Background: an optimization exercise with open tools, aiming at small area. Do not read the settings as production practice. No functional check of the RTL was part of this run. Power figures rest on the tool's default switching activity, not on a simulated workload.

===== flow/run.sh =====
#!/bin/bash
# Own layout flow: the standard flow, with an area-oriented ABC mapping in
# synthesis, minimum-size port buffers and a lighter clock tree.
set -euo pipefail
W=$PWD
F=$W/flow

# Synthesis: the standard flow's own script, with ABC's mapping script replaced.
{
  echo "proc abc {args} {"
  echo "  set i [lsearch -exact \$args -script]"
  echo "  if {\$i >= 0} { set args [lreplace \$args [expr {\$i + 1}] [expr {\$i + 1}] $F/area.abc] }"
  echo "  yosys abc {*}\$args"
  echo "}"
  cat $W/synth_recipe.tcl
} > $W/own_synth.tcl

bash $W/standard.sh \
  SYNTH_SCRIPT=$W/own_synth.tcl ADDER_MAP_FILE= \
  BUFFER_PORTS_ARGS="-buffer_cell sky130_fd_sc_hd__buf_1" \
  CTS_ARGS="-sink_clustering_enable -repair_clock_nets -dont_use_dummy_load -buf_list sky130_fd_sc_hd__clkbuf_8" \
  finish > $W/flow_make.log 2>&1

===== flow/area.abc =====
strash; ifraig; &get -n; &st; &dch -f; &nf -R 1000 -p; &put; strash; &get -n; &st; &dch -f; &nf -R 1000 -p; &put; topo

===== standard.sh =====
#!/bin/bash
# synth_recipe.tcl (not shown) runs the flow's synth.tcl, then flattens the netlist and writes it again
# the make line also repeats each setting of config.mk as NAME=value (left out here)
make -C /OpenROAD-flow-scripts/flow DESIGN_CONFIG=/design/flow/config.mk WORK_HOME=/design/flow/orfs CLKGATE_MAP_FILE= SYNTH_SCRIPT=/design/flow/synth_recipe.tcl "${@:-finish}"

===== config.mk =====
export PLATFORM = sky130hd
export DESIGN_NAME = top
export DESIGN_NICKNAME = top
export VERILOG_FILES = /design/flow/design.v
export SDC_FILE = /design/flow/constraint.sdc
export NUM_CORES = 4
export LEC_CHECK = 0
export CAP_MARGIN = 20
export CORE_MARGIN = 2
export CORE_UTILIZATION = 40
export SLEW_MARGIN = 20

===== constraint.sdc =====
create_clock -name core_clock -period 10.0 [get_ports {i_clk}]
set_input_delay 2.0000 -clock core_clock [delete_from_list [all_inputs] [get_ports {i_clk}]]
set_output_delay 2.0000 -clock core_clock [all_outputs]
set_load 0.01 [all_outputs]

===== design.v =====
`timescale 1ns/10ps
module ts_cnt(
  input i_clk, input i_rst,
  output en,         
  output en_tick,    
  output reg rf_debug
);
  reg [14:0] g;
  assign en = &g[4:0];
  assign en_tick = &g;
  wire tick_rise = en & (g[14:5] == 10'd1022);
  always @(posedge i_clk) begin
    if (i_rst) g <= 15'd720;
    else if (&g) g <= 15'd736;
    else g <= g + 1'b1;
  end
  always @(posedge i_clk) begin
    if (i_rst) rf_debug <= 1'b0;
    else if (tick_rise) rf_debug <= ~rf_debug;
  end
endmodule
module ts_deb(
  input i_clk, input i_rst, input en,
  input [4:0] b_in,
  output [4:0] pulse
);
  reg [4:0] s0, s1, s2, s3, bt, pv, rs;
  wire ld = en & ~i_rst;
  wire hd = ~en & ~i_rst;
  wire [4:0] ld5 = {5{ld}};
  wire [4:0] hd5 = {5{hd}};
  always @(posedge i_clk) begin
    s0 <= (ld5 & b_in) | (hd5 & s0);
    s1 <= (ld5 & s0) | (hd5 & s1);
    s2 <= (ld5 & s1) | (hd5 & s2);
    s3 <= (ld5 & s2) | (hd5 & s3);
    bt <= (ld5 & ((s3 & s2) | (bt & (s3 | s2)))) | (hd5 & bt);
    pv <= (ld5 & bt) | (hd5 & pv);
    rs <= (ld5 & bt & ~pv) | (hd5 & rs);
  end
  assign pulse = rs;
endmodule
module ts_ctl(
  input i_clk, input i_rst, input en,
  input sw9, input btnC, input btnL, input btnR, input zall,
  output reg [2:0] state, output reg rf_mode, output reg [1:0] ds
);
  localparam TIMER_SET         = 3'd0;
  localparam TIMER_RUN         = 3'd1;
  localparam TIMER_DONE        = 3'd2;
  localparam STOPWATCH_STOPPED = 3'd3;
  localparam STOPWATCH_RUNNING = 3'd4;
  localparam STOPWATCH_RESET   = 3'd5;
  reg [2:0] next_state;
  always @(*) begin
    case (state)
      TIMER_SET:         next_state = rf_mode ? STOPWATCH_STOPPED : btnC ? TIMER_RUN : TIMER_SET;
      TIMER_RUN:         next_state = rf_mode ? STOPWATCH_STOPPED : btnC ? TIMER_SET : zall ? TIMER_DONE : TIMER_RUN;
      TIMER_DONE:        next_state = rf_mode ? STOPWATCH_STOPPED : btnC ? TIMER_SET : TIMER_DONE;
      STOPWATCH_STOPPED: next_state = ~rf_mode ? TIMER_SET : btnC ? STOPWATCH_RUNNING : btnR ? STOPWATCH_RESET : STOPWATCH_STOPPED;
      STOPWATCH_RUNNING: next_state = ~rf_mode ? TIMER_SET : btnC ? STOPWATCH_STOPPED : btnR ? STOPWATCH_RESET : STOPWATCH_RUNNING;
      STOPWATCH_RESET:   next_state = ~rf_mode ? TIMER_SET : btnC ? STOPWATCH_RUNNING : STOPWATCH_RESET;
      default:           next_state = TIMER_SET;
    endcase
  end
  always @(posedge i_clk) begin
    if (i_rst) begin
      state <= TIMER_SET;
      rf_mode <= 1'b0;
      ds <= 2'd0;
    end else if (en) begin
      state <= next_state;
      rf_mode <= sw9;
      if (btnL) ds <= ds + 2'd1;
      else if (btnR) ds <= ds - 2'd1;
    end
  end
endmodule
module ts_dig(
  input i_clk, input i_rst, input en, input en_tick,
  input [2:0] state, input [1:0] ds, input btnU, input btnD,
  output reg [3:0] d0, output reg [2:0] d1, output reg [3:0] d2, output reg [3:0] d3,
  output zall
);
  wire z0 = (d0 == 4'd0);
  wire z1 = (d1 == 3'd0);
  wire z2 = (d2 == 4'd0);
  wire z3 = (d3 == 4'd0);
  wire m0 = d0[3] & d0[0];    
  wire m1 = d1[2] & d1[0];    
  wire m2 = d2[3] & d2[0];    
  wire m3 = d3[3] & d3[0];    
  assign zall = z0 & z1 & z2 & z3;
  wire st_set = (state == 3'd0);
  wire st_run = (state == 3'd1);
  wire st_swr = (state == 3'd4);
  wire st_rst = (state == 3'd5);
  wire [3:0] dsel = 4'b0001 << ds;
  wire [3:0] up, dn;
  assign up[0] = (st_set & btnU & dsel[0]) | (st_swr & en_tick);
  assign up[1] = (st_set & btnU & dsel[1]) | (st_swr & en_tick & m0);
  assign up[2] = (st_set & btnU & dsel[2]) | (st_swr & en_tick & m0 & m1);
  assign up[3] = (st_set & btnU & dsel[3]) | (st_swr & en_tick & m0 & m1 & m2);
  assign dn[0] = (st_set & btnD & dsel[0]) | (st_run & en_tick);
  assign dn[1] = (st_set & btnD & dsel[1]) | (st_run & en_tick & z0);
  assign dn[2] = (st_set & btnD & dsel[2]) | (st_run & en_tick & z0 & z1);
  assign dn[3] = (st_set & btnD & dsel[3]) | (st_run & en_tick & z0 & z1 & z2);
  always @(posedge i_clk) begin
    if (i_rst) begin
      d0 <= 4'd0; d1 <= 3'd0; d2 <= 4'd0; d3 <= 4'd0;
    end else if (en) begin
      if (st_rst) begin
        d0 <= 4'd0; d1 <= 3'd0; d2 <= 4'd0; d3 <= 4'd0;
      end else begin
        if (up[0]) d0 <= m0 ? 4'd0 : d0 + 4'd1;
        else if (dn[0]) d0 <= z0 ? 4'd9 : d0 - 4'd1;
        if (up[1]) d1 <= m1 ? 3'd0 : d1 + 3'd1;
        else if (dn[1]) d1 <= z1 ? 3'd5 : d1 - 3'd1;
        if (up[2]) d2 <= m2 ? 4'd0 : d2 + 4'd1;
        else if (dn[2]) d2 <= z2 ? 4'd9 : d2 - 4'd1;
        if (up[3]) d3 <= m3 ? 4'd0 : d3 + 4'd1;
        else if (dn[3]) d3 <= z3 ? 4'd9 : d3 - 4'd1;
      end
    end
  end
endmodule
module ts_blk(
  input i_clk, input i_rst, input en, input done,
  output reg blink
);
  reg [8:0] bc;
  always @(posedge i_clk) begin
    if (i_rst) begin
      bc <= 9'd0; blink <= 1'b0;
    end else if (en) begin
      if (!done) begin
        bc <= 9'd0; blink <= 1'b0;
      end else if (bc == 9'd500) begin
        bc <= 9'd0; blink <= ~blink;
      end else bc <= bc + 9'd1;
    end
  end
endmodule
module ts_disp(
  input i_clk, input i_rst, input en, input blink,
  input [3:0] d0, input [2:0] d1, input [3:0] d2, input [3:0] d3, input [1:0] ds,
  output [6:0] o_seg_l, output [3:0] o_an_l, output o_dp_l, output reg [3:0] dval
);
  reg [1:0] ph, an;
  always @(posedge i_clk) begin
    if (i_rst) begin
      ph <= 2'd0; an <= 2'd0;
    end else if (en) begin
      if (ph == 2'd3) begin
        ph <= 2'd1; an <= an + 2'd1;
      end else ph <= ph + 2'd1;
    end
  end
  reg [3:0] dshow;
  always @(*) begin
    case (an)
      2'd0: dshow = d0;
      2'd1: dshow = {1'b0, d1};
      2'd2: dshow = d2;
      default: dshow = d3;
    endcase
  end
  always @(*) begin
    case (ds)
      2'd0: dval = d0;
      2'd1: dval = {1'b0, d1};
      2'd2: dval = d2;
      default: dval = d3;
    endcase
  end
  wire A = dshow[3], B = dshow[2], C = dshow[1], D = dshow[0];
  wire sa = A | C | (B & D) | (~B & ~D);
  wire sb = ~B | (~C & ~D) | (C & D);
  wire sc = B | ~C | D;
  wire sd = A | (~B & ~D) | (~B & C) | (C & ~D) | (B & ~C & D);
  wire se = (~B & ~D) | (C & ~D);
  wire sf = A | (~C & ~D) | (B & ~C) | (B & ~D);
  wire sg = A | (~B & C) | (B & ~C) | (C & ~D);
  assign o_seg_l = ~{sg, sf, se, sd, sc, sb, sa} | {7{blink}};
  assign o_an_l = ~(4'b0001 << an) | {4{blink}};
  assign o_dp_l = ~(an == 2'd2);
endmodule
module top(
  input             i_clk,    
  input             i_rst,    
  input             i_btnC,
  input             i_btnL,
  input             i_btnR,
  input             i_btnU,
  input             i_btnD,
  input [15:0]      i_sw,
  output [15:0]     o_led,
  output [6:0]      o_seg_l,
  output [3:0]      o_an_l,
  output            o_dp_l
);
  wire en, en_tick, rf_debug;
  ts_cnt u_cnt(.i_clk(i_clk), .i_rst(i_rst), .en(en), .en_tick(en_tick), .rf_debug(rf_debug));
  wire [4:0] p;
  ts_deb u_deb(.i_clk(i_clk), .i_rst(i_rst), .en(en),
    .b_in({i_btnD, i_btnU, i_btnR, i_btnL, i_btnC}), .pulse(p));
  wire [2:0] state;
  wire rf_mode;
  wire [1:0] ds;
  wire zall;
  ts_ctl u_ctl(.i_clk(i_clk), .i_rst(i_rst), .en(en), .sw9(i_sw[9]),
    .btnC(p[0]), .btnL(p[1]), .btnR(p[2]), .zall(zall),
    .state(state), .rf_mode(rf_mode), .ds(ds));
  wire [3:0] d0, d2, d3;
  wire [2:0] d1;
  ts_dig u_dig(.i_clk(i_clk), .i_rst(i_rst), .en(en), .en_tick(en_tick),
    .state(state), .ds(ds), .btnU(p[3]), .btnD(p[4]),
    .d0(d0), .d1(d1), .d2(d2), .d3(d3), .zall(zall));
  wire blink;
  ts_blk u_blk(.i_clk(i_clk), .i_rst(i_rst), .en(en), .done(state == 3'd2), .blink(blink));
  wire [3:0] dval;
  ts_disp u_disp(.i_clk(i_clk), .i_rst(i_rst), .en(en), .blink(blink),
    .d0(d0), .d1(d1), .d2(d2), .d3(d3), .ds(ds),
    .o_seg_l(o_seg_l), .o_an_l(o_an_l), .o_dp_l(o_dp_l), .dval(dval));
  assign o_led[0] = rf_debug;
  assign o_led[4:1] = 4'b0001 << ds;
  assign o_led[7:5] = state;
  assign o_led[8] = blink;
  assign o_led[9] = rf_mode;
  assign o_led[11:10] = 2'b00;
  assign o_led[15:12] = dval;
endmodule

==> results.yml <==
status:
  outcome: "complete, no violations"
power:
  p_comb_frac: 0.016
  switchingPower_mw: 0.113
  pwr_density_cell_nw_per_um2: 126
  p_clk_frac: 0.345
  seqPwrFrac: 0.639
  irDropWorstVdd_mv: 0.0787
  p_int_mw: 0.426
  p_leak_nw: 1.50
  p_sw_frac: 0.209
placement:
  gp_congestion: 0.804
  dp_cells: 628
  dpl_cell_area_um2: 4150
  io_buffers: 33
  dp_hpwl_mm: 5.79
critical_path:
  worstSetupStartpointType: "flop"
  rr_worst_depth: 12
  arrival_ns: 2.63
  rrSetupSlack_ns: 6.25
  end_kind: "output pin"
  crit_fanout: 7
  cp_data_required_time_ns: 8.00
  path_class: "flop to output pin"
  r2r_end: "u_dig.d2[1]$_SDFFE_PP0P_"
  rr_startpoint: "u_cnt.g[0]$_SDFF_PP0_"
logic_synthesis:
  synth-seq-cells: 86
  synth_largest_area_cell: "dfxtp_1"
  yosys.area.top_type_share: 0.444
  synthCells: 467
  syn_avg_cell_area_um2: 8.29
  synth-async-reset-ratio: 0
  synth_edf_count: 0
  yosys-top-cells-count: "dfxtp_1 (86), nand2_1 (62), nor2_1 (52)"
  synthTopCellsByArea: "dfxtp_1 (44%), nand2_1 (6.0%), a21oi_1 (5.3%), a22o_1 (5.2%), nor2_1 (5.0%)"
  yosys_most_used_dff: "dfxtp_1"
  yosysUniqueCellTypes: 43
  synth.most_common_cell: "dfxtp_1"
  synth_seq_area_share: 0.444
  ys.warnings.count: 6
  syn-cell-area_um2: 3870
sta:
  rsz0062_at_grt: "no"
  slew_headroom: 0.385
  hold_ws_ns: 0.436
  slew_violations: 0
  min_period_ns: 4.63
  worst_pin_slew_ns: 0.910
  fmax_ghz: 0.216
  fin_crit_sh: 0.463
  setup_viol: 0
  fin_setup_tns_ns: 0
  final.setup_skew_ns: 0.0204
  hold_viol: 0
drt:
  vias: 3485
  final_antenna_net_count: 0
  drt_wl_total_mm: 8.38
  drtPass1Iterations: 5
  viasPerCell: 5.47
  avgRoutedWirePerCell_um: 13.1
  drc: 0
  drt_iter0_drc: 257
die:
  io_pins: 51
  start_util: 0.415
  rows: 35
  core_um2: 9330
  die_y_um: 102
  fp.dieW_um: 102
  die_area_um2: 10500
finish:
  area_delta_synth_final_pct: 10.5
  stdcell_area_um2: 4280
  diodes: 0
  nets: 533
  multi_input_area_um2: 2090
  seq_area_um2: 1720
  fill_cells: 953
  final_cells: 637
  layout-drive-gt1-share: 0.0295
  post-route-util: 0.459
global_route:
  antenna_found_initial: 0
  track_usage: 0.165
  grt_pass1_vias: 3009
  grt_pass1_wl_mm: 13.7
  gr-total-overflow: 0
  grt_max_degree: 38
clock_network:
  cts.sinks: 86
  clk_pin_slew_ns: 0.08
  ctsHoldBuffers: 0
  tritoncts: "done"
  post_cts_buffers: 0
  cts_inserted_buffers: 9
  clk_path_buf_depth: 2
  post_cts_resized: 0
  clk_latency_ns: 0.36
  clock-root-buffer: "clkbuf_8"
  htreeDepth: 3
hold_path:
  hold_path_depth: 2
  worstHoldPathType: "flop to flop"
  min_to: "u_deb.pv[3]$_DFF_P_"
  min-delay-start: "u_deb.pv[3]$_DFF_P_"
job:
  drv_cap: 0
[logic make-up (layout without fill, tap and decap cells)]
family / after synthesis / after routing / share of synthesized area
AND/OR/NAND/NOR: 191 / 191 / 0.226
AO/OA/AOI/OAI: 159 / 159 / 0.274
flip-flops: 86 / 86 / 0.444
XOR/XNOR: 15 / 15 / 0.0339
buffers and inverters: 14 / 54 / 0.0184
other: 1 / 2 / 0.000968
multiplexers: 1 / 1 / 0.00291
[layer usage]
layer | vias to the layer above | wire length (µm) | global-route usage
li1 | 1805 | - | -
met1 | 1599 | 4180 | 0.214
met2 | 74 | 3700 | 0.265
met3 | 7 | 418 | 0.0486
met4 | 0 | 74 | 0.0503
met5 | - | 0 | 0
[placed cells by master, fill, tap and decap left out, drive strengths merged, types with 3 or more instances in the layout]
cell type | Yosys | final
o31ai | 4 | 4
nand2b | 9 | 9
o21ai | 27 | 27
a22o | 23 | 23
or3 | 4 | 4
nor3 | 30 | 30
o21a | 5 | 5
dfxtp | 86 | 86
o211ai | 3 | 3
nor2 | 52 | 52
and2 | 4 | 4
a211oi | 5 | 5
a22oi | 7 | 7
a31oi | 11 | 11
xnor2 | 7 | 7
nor2b | 6 | 6
nand3 | 5 | 5
clkbuf | 0 | 9
a21oi | 41 | 41
a21o | 4 | 4
buf | 5 | 36
and3 | 8 | 8
a222oi | 5 | 5
xor2 | 8 | 8
nand2 | 62 | 62
clkinv | 9 | 9
a32o | 3 | 3
or2 | 4 | 4
o22ai | 9 | 9
[state kept, by name (all words and copies together) (netlist names), 3 cells and up]
register     count
u_dig.d1         3
u_deb.bt         5
u_dig.d3         4
u_deb.s1         5
u_deb.s3         5
u_blk.bc         9
u_ctl.state      3
u_dig.d2         4
u_dig.d0         4
u_deb.pv         5
u_cnt.g         15
u_deb.s0         5
u_deb.rs         5
u_deb.s2         5
[power groups by stage]
stage | Clock (mW) | Combinational, mW | Sequential, mW
3_3_place_gp | 0 | 0.00889 | 0.352
2_1_floorplan | 0 | 0.00426 | 0.352
3_5_place_dp | 0 | 0.00894 | 0.352
5_1_grt | 0.209 | 0.0100 | 0.344
6_report | 0.186 | 0.00869 | 0.344
4_1_cts | 0.194 | 0.00899 | 0.344
[how the worst max path moves through the flow]
| stage | from | end | cells past startpoint |
|---|---|---|---|
| after floorplan | i_rst | u_blk.bc[7]$_SDFFE_PP0P_ | 5 |
| after global placement | u_disp.an[0]$_SDFFE_PP0P_ | o_seg_l[1] | 7 |
| after detailed placement | u_disp.an[0]$_SDFFE_PP0P_ | o_seg_l[1] | 7 |
| after CTS | u_disp.an[0]$_SDFFE_PP0P_ | o_seg_l[1] | 7 |
| after global routing | u_disp.an[0]$_SDFFE_PP0P_ | o_seg_l[1] | 7 |
| final | u_disp.an[0]$_SDFFE_PP0P_ | o_seg_l[1] | 7 |
[critical path, cell delays in order, from the launching register on]
cell,delay [ns]
dfxtp_1,0.43
nor2b_1,0.15
a222oi_1,0.33
a21boi_0,0.67
o21ai_0,0.29
a21oi_1,0.16
or2_0,0.11
buf_1,0.15
[per-stage QoR]
stage	total power, mW	worst slack (ns)
final	0.538	5.37
after global routing	0.562	5.15
after CTS	0.547	5.38
after detailed placement	0.361	5.74
after global placement	0.361	5.75
after floorplan	0.356	6.04
[area by class of cell]
class,count,share of cell area
Multi-Input combinational cell,368,0.489
Clock buffer,9,0.0289
Inverter,9,0.00789
Timing Repair Buffer,36,0.0342
Tap cell,129,0.0377
Sequential cell,86,0.402

## static timing again, ports no longer ideal
The flow's constraints put no driver on any port. The routed layout listed below was extracted and timed again, unchanged, in two steps. Step 1 (the two cells are an assumption about what drives the block):
set clk [get_ports {i_clk}]
set_driving_cell -lib_cell sky130_fd_sc_hd__clkbuf_16 $clk
set_driving_cell -lib_cell sky130_fd_sc_hd__buf_2 [delete_from_list [all_inputs] $clk]
Step 2 times the ports against the registers' clock, not the clock port: input delays grow and output delays shrink by t, the midpoint of the rising clock arrivals with the driver on. Slacks: no drivers / after step 1 / after step 2; pairs: no drivers / after step 1.
t, ns: 0.377
setup slack, ns: 5.370 / 5.338 / 5.715
hold WS [ns]: 0.436 / 0.436 / 0.436
worst setup path at the end: register to output
clock arrival spread, ns: 0.021 / 0.020
After both steps this run still meets setup and hold. The setup slack of this run moves by -0.032 ns with the drivers and by +0.345 ns with both steps.
